From an optimization exercise on the open Yosys and OpenROAD flow, aimed at small area and a short achievable clock period; shortcuts taken in it are not production practice.
Where RTL was checked, it was by simulation tests only, not by an equivalence proof against the original.

==> flow/design.v (excerpt) <==
module FPUFMAPipe(
  input         clock,
                reset,
                io_in_valid,
                io_in_bits_ren3,
                io_in_bits_swap23,
  input  [2:0]  io_in_bits_rm,
  input  [1:0]  io_in_bits_fmaCmd,
  input  [64:0] io_in_bits_in1,
                io_in_bits_in2,
                io_in_bits_in3,
  output        io_out_valid,
  output [64:0] io_out_bits_data,
  output [4:0]  io_out_bits_exc
);
clock: 16.0 ns
lec_check: 0
abc_area: 1
cap_margin: 20
core_margin: 2
core_utilization: 38
slew_margin: 20
standard.sh (not shown) runs the stock make flow with config.mk's settings and CLKGATE_MAP_FILE= SYNTH_SCRIPT=/design/flow/synth_recipe.tcl, a recipe that flattens the netlist after the stock synthesis.
==> flow/flow/run.sh <==
#!/bin/bash
# The standard layout (standard synthesis, floorplan, placement, CTS, routing), with
# two changes: the setup repair is asked to leave extra setup slack, and the buffers
# that every input and output port gets are sky130_fd_sc_hd__buf_2 cells (smaller and
# faster than the delay cells buffer_ports picks by default). The make output goes to
# flow.log, and ORFS keeps each step's full log under orfs/logs/.
set -uo pipefail
bash standard.sh SETUP_SLACK_MARGIN=10.65 "BUFFER_PORTS_ARGS=-buffer_cell sky130_fd_sc_hd__buf_2" finish > flow.log 2>&1
Next try:
--- a/flow/design.v
+++ b/flow/design.v
@@ -68,36 +68,35 @@
       assign bOne[gi] = y1 ^ y0;
       assign bTwo[gi] = y2 & ~y1 & ~y0 | ~y2 & y1 & y0;
       if (gi < 26) begin : n
         assign bNeg[gi] = y2;
       end
     end
   endgenerate
   wire [52:0] sigCx = {~zC, c[51:0]} ^ {53{doSub}};
   reg         v0;
-  reg  [52:0] e0_sigAn;            
-  reg  [26:0] e0_onen, e0_twon;
+  reg  [52:0] e0_sigA;
+  reg  [26:0] e0_one, e0_two;
   reg  [25:0] e0_neg;
-  reg  [52:0] e0_sigCxn;           
-  wire [52:0] e0_sigCx = ~e0_sigCxn;
+  reg  [52:0] e0_sigCx;
   reg         e0_doSub, e0_signProd, e0_zAB, e0_zC;
   reg  [13:0] e0_sNat;
   reg  [12:0] e0_sExpProd;
   reg  [11:0] e0_expC;
   reg         e0_invalid, e0_isNaN, e0_isInf, e0_addZeros, e0_signK, e0_signEn;
   reg  [2:0]  e0_rm;
   always @(posedge clock) begin
     v0 <= io_in_valid;
-    e0_sigAn <= ~{~zA, a[51:0]};
-    e0_onen <= ~bOne;
-    e0_twon <= ~bTwo;
+    e0_sigA <= {~zA, a[51:0]};
+    e0_one <= bOne;
+    e0_two <= bTwo;
     e0_neg <= bNeg;
-    e0_sigCxn <= ~sigCx;
+    e0_sigCx <= sigCx;
     e0_doSub <= doSub;
     e0_signProd <= signProd;
     e0_zAB <= zA | zB;
     e0_zC <= zC;
     e0_sNat <= sNat;
     e0_sExpProd <= sExpProd;
     e0_expC <= c[63:52];
     e0_invalid <= invalidExc;
     e0_isNaN <= outIsNaN;
@@ -128,19 +127,19 @@
   wire [12:0] cGen = cGrp
                    & {reduced4CExtra_shift[24], reduced4CExtra_shift[25], reduced4CExtra_shift[26],
                       reduced4CExtra_shift[27], reduced4CExtra_shift[28], reduced4CExtra_shift[29],
                       reduced4CExtra_shift[30], reduced4CExtra_shift[31], reduced4CExtra_shift[32],
                       reduced4CExtra_shift[33], reduced4CExtra_shift[34], reduced4CExtra_shift[35],
                       reduced4CExtra_shift[36]};
   wire bit0AlignedSigC = e0_doSub ? (&lowC) & ~(|cGen) : (|lowC) | (|cGen);
   wire [106:0] tr0, tr1;
   fma_booth_tree tree (
-    .a(~e0_sigAn), .one(~e0_onen), .two(~e0_twon), .neg(e0_neg),
+    .a(e0_sigA), .one(e0_one), .two(e0_two), .neg(e0_neg),
     .cadd(cadd), .r0(tr0), .r1(tr1));
   reg          v1;
   reg  [106:0] e1_r0n, e1_r1n;    
   wire [106:0] e1_r0 = ~e1_r0n;
   wire [106:0] e1_r1 = ~e1_r1n;
   reg  [54:0]  e1_high;
   reg          e1_bit0, e1_doSub, e1_CIsDom, e1_signProd;
   reg  [5:0]   e1_CAlignDist;
   reg  [12:0]  e1_sExpSum;
@@ -159,27 +158,23 @@
     e1_sExpSum <= e0_sExpSum;
     e1_invalid <= e0_invalid;
     e1_isNaN <= e0_isNaN;
     e1_isInf <= e0_isInf;
     e1_addZeros <= e0_addZeros;
     e1_signK <= e0_signK;
     e1_signEn <= e0_signEn;
     e1_rm <= e0_rm;
   end
-  wire [105:0] sum0n, sum1n;
-  wire c105_0n, c105_1n;
+  wire [105:0] sum0, sum1;
+  wire c105_0, c105_1;
   wire sumIsM1;    
-  fma_cpa cpa (.x(e1_r0n[105:0]), .y(e1_r1n[105:0]), .sum0(sum0n), .sum1(sum1n),
-               .cout0(c105_0n), .cout1(c105_1n), .pall(sumIsM1));
-  wire [105:0] sum0 = ~sum1n;
-  wire [105:0] sum1 = ~sum0n;
-  wire c105_0 = ~c105_1n;
-  wire c105_1 = ~c105_0n;
+  fma_cpa cpa (.x(e1_r0[105:0]), .y(e1_r1[105:0]), .sum0(sum0), .sum1(sum1),
+               .cout0(c105_0), .cout1(c105_1), .pall(sumIsM1));
   wire m106 = e1_r0[106] ^ e1_r1[106];
   wire mAR106_0 = m106 ^ c105_0;
   wire mAR106_1 = m106 ^ c105_1;
   wire [54:0] hiOnes;
   assign hiOnes[0] = 1'b1;
   genvar hi;
   generate
     for (hi = 1; hi < 55; hi = hi + 1) begin : hio
       assign hiOnes[hi] = &e1_high[hi-1:0];
=> Wire length goes down by 0.54%; die area is about the same; global-route usage barely changes; critical path depth is unchanged; via count goes down by 1.3%; worst setup slack improved by 0.0036 ns; cell area goes up by 0.43%.

Setup of job 7923:
Another version of the RTL of FPUFMAPipe (not shown whole).
For scale: about 280 I/O pins.
==> flow/config.mk <==
export PLATFORM = sky130hd
export DESIGN_NAME = FPUFMAPipe
export DESIGN_NICKNAME = FPUFMAPipe
export VERILOG_FILES = /design/flow/design.v
export SDC_FILE = /design/flow/constraint.sdc
export NUM_CORES = 8
export LEC_CHECK = 0
export ABC_AREA = 1
export CAP_MARGIN = 20
export CORE_MARGIN = 2
export CORE_UTILIZATION = 38
export SLEW_MARGIN = 20
==> flow/constraint.sdc <==
create_clock -name core_clock -period 16.0 [get_ports {clock}]
set_input_delay 3.2000 -clock core_clock [delete_from_list [all_inputs] [get_ports {clock}]]
set_output_delay 3.2000 -clock core_clock [all_outputs]
set_load 0.01 [all_outputs]
==> flow/flow/run.sh <==
#!/bin/bash
# The standard layout (standard synthesis, floorplan, placement, CTS, routing),
# with ORFS's setup repair asked to leave extra setup slack so that it upsizes and
# buffers the slowest paths. The make output goes to flow.log, and ORFS keeps each
# step's full log under orfs/logs/.
set -uo pipefail
bash standard.sh SETUP_SLACK_MARGIN=10.65 finish > flow.log 2>&1
The inputs of job 5664 differ from those of job 7923 as listed below.
--- a/flow/design.v
+++ b/flow/design.v
@@ -160,17 +160,16 @@
     e1_addZeros <= e0_addZeros;
     e1_signK <= e0_signK;
     e1_signEn <= e0_signEn;
     e1_rm <= e0_rm;
   end
   wire [105:0] sum0, sum1;
   wire c105_0, c105_1;
-  wire sumIsM1;    
   fma_cpa cpa (.x(e1_r0[105:0]), .y(e1_r1[105:0]), .sum0(sum0), .sum1(sum1),
-               .cout0(c105_0), .cout1(c105_1), .pall(sumIsM1));
+               .cout0(c105_0), .cout1(c105_1));
   wire m106 = e1_r0[106] ^ e1_r1[106];
   wire mAR106_0 = m106 ^ c105_0;
   wire mAR106_1 = m106 ^ c105_1;
   wire [54:0] hiOnes;
   assign hiOnes[0] = 1'b1;
   genvar hi;
   generate
@@ -189,34 +188,36 @@
   wire [108:0] notCDom_abs = nSign ? ~Y : Yp;
   wire [109:0] X = e1_CIsDom ? {CDom_absSigSum, 2'b00} : {1'b0, notCDom_abs};
   wire [5:0] ndPos, ndNeg;
   wire anyPos, anyNeg;
   fma_lzc_pairs lzcP (.x({1'b0, Yp}), .nd(ndPos), .any(anyPos));
   fma_lzc_pairs lzcN (.x({1'b0, ~Y}), .nd(ndNeg), .any(anyNeg));
   wire [5:0] nd = nSign ? ndNeg : ndPos;
-  wire t3IsM1 = (e1_high[1:0] == 2'h3) & ~m106 | (e1_high[1:0] == 2'h2) & m106;
-  wire signM1 = e1_high[2] ^ (e1_high[1] & e1_high[0] & m106);
-  wire complCanc = e1_bit0 & sumIsM1 & t3IsM1 & (signM1 | e1_doSub);
+  wire [12:0] expBase = e1_sExpSum - {12'h0, e1_CIsDom & e1_doSub};
+  wire [12:0] expPos = expBase - {6'h0, ndPos, 1'b0};
+  wire [12:0] expNeg = expBase - {6'h0, ndNeg, 1'b0};
+  wire [12:0] rawExpS2 = e1_CIsDom ? expBase : nSign ? expNeg : expPos;
+  wire complCanc = nSign ? ~anyNeg & ~(|notCDom_abs[1:0]) : ~anyPos & ~(|Yp[1:0]);
   wire [6:0] sh = e1_CIsDom ? {1'b0, e1_CAlignDist} : {nd, 1'b0};
   wire e1_rmMin = e1_rm == 3'h2;
   wire rawSign = e1_signK | e1_signEn & (e1_CIsDom ? e1_signProd ^ e1_doSub
                                           : complCanc ? e1_rmMin : e1_signProd ^ nSign);
   wire rawIsZero = e1_addZeros | ~e1_CIsDom & complCanc;
   reg          v2;
   reg  [109:0] e2_X;
   reg  [6:0]   e2_sh;
-  reg  [12:0]  e2_sExpSum;
+  reg  [12:0]  e2_rawExp;
   reg          e2_CIsDom, e2_doSub, e2_extraSticky;
   reg          e2_invalid, e2_isNaN, e2_isInf, e2_isZero, e2_sign;
   reg  [2:0]   e2_rm;
   always @(posedge clock) begin
     if (reset) v2 <= 1'b0; else v2 <= v1;
     e2_X <= X;
     e2_sh <= sh;
-    e2_sExpSum <= e1_sExpSum - {12'h0, e1_CIsDom & e1_doSub};
+    e2_rawExp <= rawExpS2;
     e2_CIsDom <= e1_CIsDom;
     e2_doSub <= e1_doSub;
     e2_extraSticky <= e1_CIsDom & CDom_extraSticky;
     e2_invalid <= e1_invalid;
     e2_isNaN <= e1_isNaN;
     e2_isInf <= e1_isInf;
     e2_isZero <= rawIsZero;
@@ -239,15 +240,15 @@
   always @(*) begin
     grpSticky = 1'b0;
     for (k = 0; k < 13; k = k + 1)
       if ({27'h0, shq} + k <= 12) grpSticky = grpSticky | grp[k];
   end
   wire sticky = (|(Xs[54:52])) | grpSticky | e2_extraSticky;
   wire [55:0] rawSig = {Xs[109:55], sticky};
-  wire [12:0] rawExp = e2_sExpSum - {6'h0, e2_sh & {7{~e2_CIsDom}}};
+  wire [12:0] rawExp = e2_rawExp;
   wire [64:0] rOut;
   wire [4:0]  rExc;
   fma_round rnd (
     .io_invalidExc(e2_invalid), .io_in_isNaN(e2_isNaN), .io_in_isInf(e2_isInf),
     .io_in_isZero(e2_isZero), .io_in_sign(e2_sign), .io_in_sExp(rawExp), .io_in_sig(rawSig),
     .io_roundingMode(e2_rm), .io_out(rOut), .io_exceptionFlags(rExc));
   reg         v3;
@@ -3782,16 +3783,15 @@
 endmodule
 module fma_cpa(
   input [105:0] x,
   input [105:0] y,
   output [105:0] sum0,
   output [105:0] sum1,
   output cout0,
-  output cout1,
-  output pall
+  output cout1
 );
   wire [105:0] g0 = x & y;
   wire [105:0] p0 = x ^ y;
   wire G0_1 = g0[1] | (p0[1] & g0[0]);
   wire P0_1 = p0[1] & p0[0];
   wire G0_3 = g0[3] | (p0[3] & g0[2]);
   wire P0_3 = p0[3] & p0[2];
@@ -4679,15 +4679,14 @@
   assign sum1[103] = p0[103] ^ (G6_102 | P6_102);
   assign sum0[104] = p0[104] ^ G6_103;
   assign sum1[104] = p0[104] ^ (G6_103 | P6_103);
   assign sum0[105] = p0[105] ^ G6_104;
   assign sum1[105] = p0[105] ^ (G6_104 | P6_104);
   assign cout0 = G6_105;
   assign cout1 = G6_105 | P6_105;
-  assign pall = P6_105;
 endmodule
 module fma_lzc_pairs(
   input [109:0] x,
   output [5:0] nd,
   output any
 );
   wire [63:0] v;
Results
Job 5664 completed every stage of the flow, and the final layout passed the timing, DRC and antenna checks. [compare] base=job 7923 new=job 5664: number of clock-tree buffers in the layout went up by 14, met1 wire length saw a decrease. Job 5664 against job 7923; maximum frequency is down by a few percent. Reported for job 5664 and job 7923, post-route DRC violation count turned out identical to the last digit. A last element of the critical path of e2_rawExp[12]$_DFF_P_ is what job 5664 shows, while e1_r0[80]$_DFF_P_ belongs to job 7923. Layout multi-input combinational cell count: job 5664 < job 7923. Job 5664 has less setup slack than job 7923. Maximum clock insertion buffer count came out exactly the same in job 5664 and job 7923. In the tables for job 5664 and job 7923, non-clock buffer count reads higher with job 7923.
For job 5664, only the layout was checked, not whether the RTL still works.

Setup of try-sierra:
FPUFMAPipe, a different RTL version from the one above (not shown whole).
Size in the first run: roughly 750 flip-flops, about 280 I/O pins.
Settings: LEC_CHECK=0, ABC_AREA=1, CAP_MARGIN=20, CORE_MARGIN=2, CORE_UTILIZATION=38, SLEW_MARGIN=20; clock period 16.0 ns.
==> flow/flow/run.sh <==
#!/bin/bash
# The standard layout (standard synthesis, floorplan, placement, CTS, routing), with
# two changes: the setup repair is asked to leave extra setup slack, and the buffers
# that every input and output port gets are sky130_fd_sc_hd__buf_2 cells (smaller and
# faster than the delay cells buffer_ports picks by default). The make output goes to
# flow.log, and ORFS keeps each step's full log under orfs/logs/.
set -uo pipefail
bash standard.sh SETUP_SLACK_MARGIN=10.7 "BUFFER_PORTS_ARGS=-buffer_cell sky130_fd_sc_hd__buf_2" finish > flow.log 2>&1
Inputs modified between try-sierra and try-maple:
diff --git a/flow/design.v b/flow/design.v
--- a/flow/design.v
+++ b/flow/design.v
@@ -109,18 +109,17 @@
   end
   wire e0_isMin = e0_zAB | e0_sNat[13];
   wire e0_big = ~e0_isMin & (e0_sNat[12:0] > 13'hA0);
   wire e0_CIsDom = ~e0_zC & (e0_isMin | e0_sNat[12:0] < 13'h36);
   wire [12:0] e0_sExpSum = e0_CIsDom ? {1'h0, e0_expC} : e0_sExpProd;
   wire [7:0] e0_u = e0_sNat[7:0];
   wire [7:0] CAlignDist = e0_isMin ? 8'h0 : e0_big ? 8'hA1 : e0_u;
   wire [164:0] shC = $signed({e0_doSub, e0_sigCx, {111{e0_doSub}}}) >>> e0_u;
-  wire caddFill = e0_zAB | (|e0_sNat[13:8]);
-  wire [105:0] cadd = caddFill ? {106{e0_doSub}} : shC[108:3];
+  wire [105:0] cadd = (e0_isMin | e0_big) ? {106{e0_doSub}} : shC[108:3];
   wire [54:0] highC = e0_isMin ? {e0_sigCx, e0_doSub, e0_doSub} : e0_big ? {55{e0_doSub}} : shC[163:109];
   wire [2:0] lowC = e0_isMin ? {3{e0_doSub}} : e0_big ? e0_sigCx[52:50] : shC[2:0];
   wire [64:0] reduced4CExtra_shift = $signed(65'sh10000000000000000 >>> CAlignDist[7:2]);
   wire [12:0] cGrp;
   genvar cg;
   generate
     for (cg = 0; cg < 13; cg = cg + 1) begin : cgrp
       assign cGrp[cg] = e0_doSub ? ~(&e0_sigCx[4*cg+3:4*cg]) : (|e0_sigCx[4*cg+3:4*cg]);
## What came out
- From try-sierra to try-maple, sequential cell count did not move at all.
- The register-to-register slack of try-maple and that of try-sierra are within noise of each other.
- NOTE number of global-route vias before repair try-sierra->try-maple decreased slightly
- When try-maple is set beside try-sierra, its vertical die dimension turns out to be 0.52% smaller.
- The cell count along the critical path reported for try-maple is smaller than that of try-sierra by 2.
Function not checked in try-sierra: the RTL went through the layout flow alone.

## north
FPUFMAPipe, a different RTL version from the one above (not shown whole).
Size in the first run: about 15000 cells after synthesis, ~750 flip-flops.
// FPUFMAPipe
module FPUFMAPipe(
  input         clock,
                reset,
                io_in_valid,
                io_in_bits_ren3,
                io_in_bits_swap23,
  input  [2:0]  io_in_bits_rm,
  input  [1:0]  io_in_bits_fmaCmd,
  input  [64:0] io_in_bits_in1,
                io_in_bits_in2,
                io_in_bits_in3,
  output        io_out_valid,
  output [64:0] io_out_bits_data,
  output [4:0]  io_out_bits_exc
);
==> flow/config.mk <==
export PLATFORM = sky130hd
export DESIGN_NAME = FPUFMAPipe
export DESIGN_NICKNAME = FPUFMAPipe
export VERILOG_FILES = /design/flow/design.v
export SDC_FILE = /design/flow/constraint.sdc
export NUM_CORES = 8
export LEC_CHECK = 0
export ABC_AREA = 1
export CAP_MARGIN = 20
export CORE_MARGIN = 2
export CORE_UTILIZATION = 38
export SLEW_MARGIN = 20
==> flow/constraint.sdc <==
create_clock -name core_clock -period 16.0 [get_ports {clock}]
set_input_delay 3.2000 -clock core_clock [delete_from_list [all_inputs] [get_ports {clock}]]
set_output_delay 3.2000 -clock core_clock [all_outputs]
set_load 0.01 [all_outputs]
==> flow/flow/run.sh <==
#!/bin/bash
# The standard layout (standard synthesis, floorplan, placement, CTS, routing),
# with ORFS's setup repair asked to leave extra setup slack so that it upsizes and
# buffers the slowest paths. The make output goes to flow.log, and ORFS keeps each
# step's full log under orfs/logs/.
set -uo pipefail
bash standard.sh SETUP_SLACK_MARGIN=10.8 finish > flow.log 2>&1
[inputs] south vs north
--- a/flow/design.v
+++ b/flow/design.v
@@ -133,25 +133,23 @@
   wire bit0AlignedSigC = e0_doSub ? (&lowC) & ~(|cGen) : (|lowC) | (|cGen);
   wire [106:0] tr0, tr1;
   fma_booth_tree tree (
     .a(e0_sigA), .one(e0_one), .two(e0_two), .neg(e0_neg),
     .cadd(cadd), .r0(tr0), .r1(tr1));
   reg          v1;
-  reg  [106:0] e1_r0n, e1_r1n;    
-  wire [106:0] e1_r0 = ~e1_r0n;
-  wire [106:0] e1_r1 = ~e1_r1n;
+  reg  [106:0] e1_r0, e1_r1;
   reg  [54:0]  e1_high;
   reg          e1_bit0, e1_doSub, e1_CIsDom, e1_signProd;
   reg  [5:0]   e1_CAlignDist;
   reg  [12:0]  e1_sExpSum;
   reg          e1_invalid, e1_isNaN, e1_isInf, e1_addZeros, e1_signK, e1_signEn;
   reg  [2:0]   e1_rm;
   always @(posedge clock) begin
     if (reset) v1 <= 1'b0; else v1 <= v0;
-    e1_r0n <= ~tr0;
-    e1_r1n <= ~tr1;
+    e1_r0 <= tr0;
+    e1_r1 <= tr1;
     e1_high <= highC;
     e1_bit0 <= bit0AlignedSigC;
     e1_doSub <= e0_doSub;
     e1_CIsDom <= e0_CIsDom;
     e1_signProd <= e0_signProd;
     e1_CAlignDist <= CAlignDist[5:0];
@@ -209,35 +207,36 @@
   reg  [12:0]  e2_sExpSum;
   reg          e2_CIsDom, e2_doSub, e2_extraSticky;
   reg          e2_invalid, e2_isNaN, e2_isInf, e2_isZero, e2_sign;
   reg  [2:0]   e2_rm;
   always @(posedge clock) begin
     if (reset) v2 <= 1'b0; else v2 <= v1;
-    e2_X <= sh[6] ? {X[45:0], 64'h0} : X;    
+    e2_X <= X;
     e2_sh <= sh;
     e2_sExpSum <= e1_sExpSum - {12'h0, e1_CIsDom & e1_doSub};
     e2_CIsDom <= e1_CIsDom;
     e2_doSub <= e1_doSub;
     e2_extraSticky <= e1_CIsDom & CDom_extraSticky;
     e2_invalid <= e1_invalid;
     e2_isNaN <= e1_isNaN;
     e2_isInf <= e1_isInf;
     e2_isZero <= rawIsZero;
     e2_sign <= rawSign;
     e2_rm <= e1_rm;
   end
-  wire [109:0] xs5 = e2_sh[5] ? {e2_X[77:0], 32'h0} : e2_X;
+  wire [109:0] xs6 = e2_sh[6] ? {e2_X[45:0], 64'h0} : e2_X;
+  wire [109:0] xs5 = e2_sh[5] ? {xs6[77:0], 32'h0} : xs6;
   wire [109:0] xs4 = e2_sh[4] ? {xs5[93:0], 16'h0} : xs5;
   wire [109:0] xs3 = e2_sh[3] ? {xs4[101:0], 8'h0} : xs4;
   wire [109:0] xs2 = e2_sh[2] ? {xs3[105:0], 4'h0} : xs3;
   wire [109:0] xs1 = e2_sh[1] ? {xs2[107:0], 2'h0} : xs2;
   wire [109:0] Xs  = e2_sh[0] ? {xs1[108:0], 1'h0} : xs1;
   wire [12:0] grp = {|(e2_X[51:48]), |(e2_X[47:44]), |(e2_X[43:40]), |(e2_X[39:36]), |(e2_X[35:32]),
                      |(e2_X[31:28]), |(e2_X[27:24]), |(e2_X[23:20]), |(e2_X[19:16]), |(e2_X[15:12]),
                      |(e2_X[11:8]), |(e2_X[7:4]), |(e2_X[3:0])};
-  wire [4:0] shq = {1'b0, e2_sh[5:2]};
+  wire [4:0] shq = e2_sh[6:2];
   reg grpSticky;
   integer k;
   always @(*) begin
     grpSticky = 1'b0;
     for (k = 0; k < 13; k = k + 1)
       if ({27'h0, shq} + k <= 12) grpSticky = grpSticky | grp[k];
Results
- south never completed, since it errored out during 5_1_grt.
- [compare] base=north new=south: share of synthesized cell area in full adder, half adder and majority cells shows an increase of 0.23 points; area after synthesis went down about 0.8%; overall die height shows a reduction of about 0.4%.
- The worst slack at placement number comes out higher for north vs south.
- Number of cells upsized or downsized after cts: south vs north up 150
- south ends up with a number of unique standard cell types used by synthesis that is 6 lower than in north.
The RTL of north was laid out without a check of its function.

## afterwards: timing with drivers on the ports
The flow's constraints put no driver on any port. The routed layouts listed below were extracted and timed again, unchanged, in two steps.
Step 1 (the two cells are an assumption about what drives the block):
set clk [get_ports {clock}]
set_driving_cell -lib_cell sky130_fd_sc_hd__clkbuf_16 $clk
set_driving_cell -lib_cell sky130_fd_sc_hd__buf_2 [delete_from_list [all_inputs] $clk]
Step 2 times the ports against the registers' clock, not the clock port: input delays grow and output delays shrink by t, the midpoint of the rising clock arrivals with the driver on.
a / b / c = no drivers / after step 1 / after step 2; a / b = the first two.
run	shift t [ns]	slack for setup (ns)	worst setup path after step 2
the first run of note 1	0.956	10.558 / 10.558 / 9.716	input to register
the second run of note 1	0.959	10.562 / 10.562 / 9.724	input to register
job 7923	0.963	10.595 / 10.595 / 9.689	input to register
job 5664	0.949	10.218 / 10.218 / 9.768	input to register
try-sierra	0.956	10.592 / 10.592 / 9.719	input to register
try-maple	0.978	10.602 / 10.602 / 9.779	input to register
north	0.962	10.509 / 10.509 / 9.742	input to register
After both steps every run listed still meets setup and hold. For job 7923, which loses most, drivers alone change the setup slack by 0.000 ns; drivers and shift together by -0.906 ns.
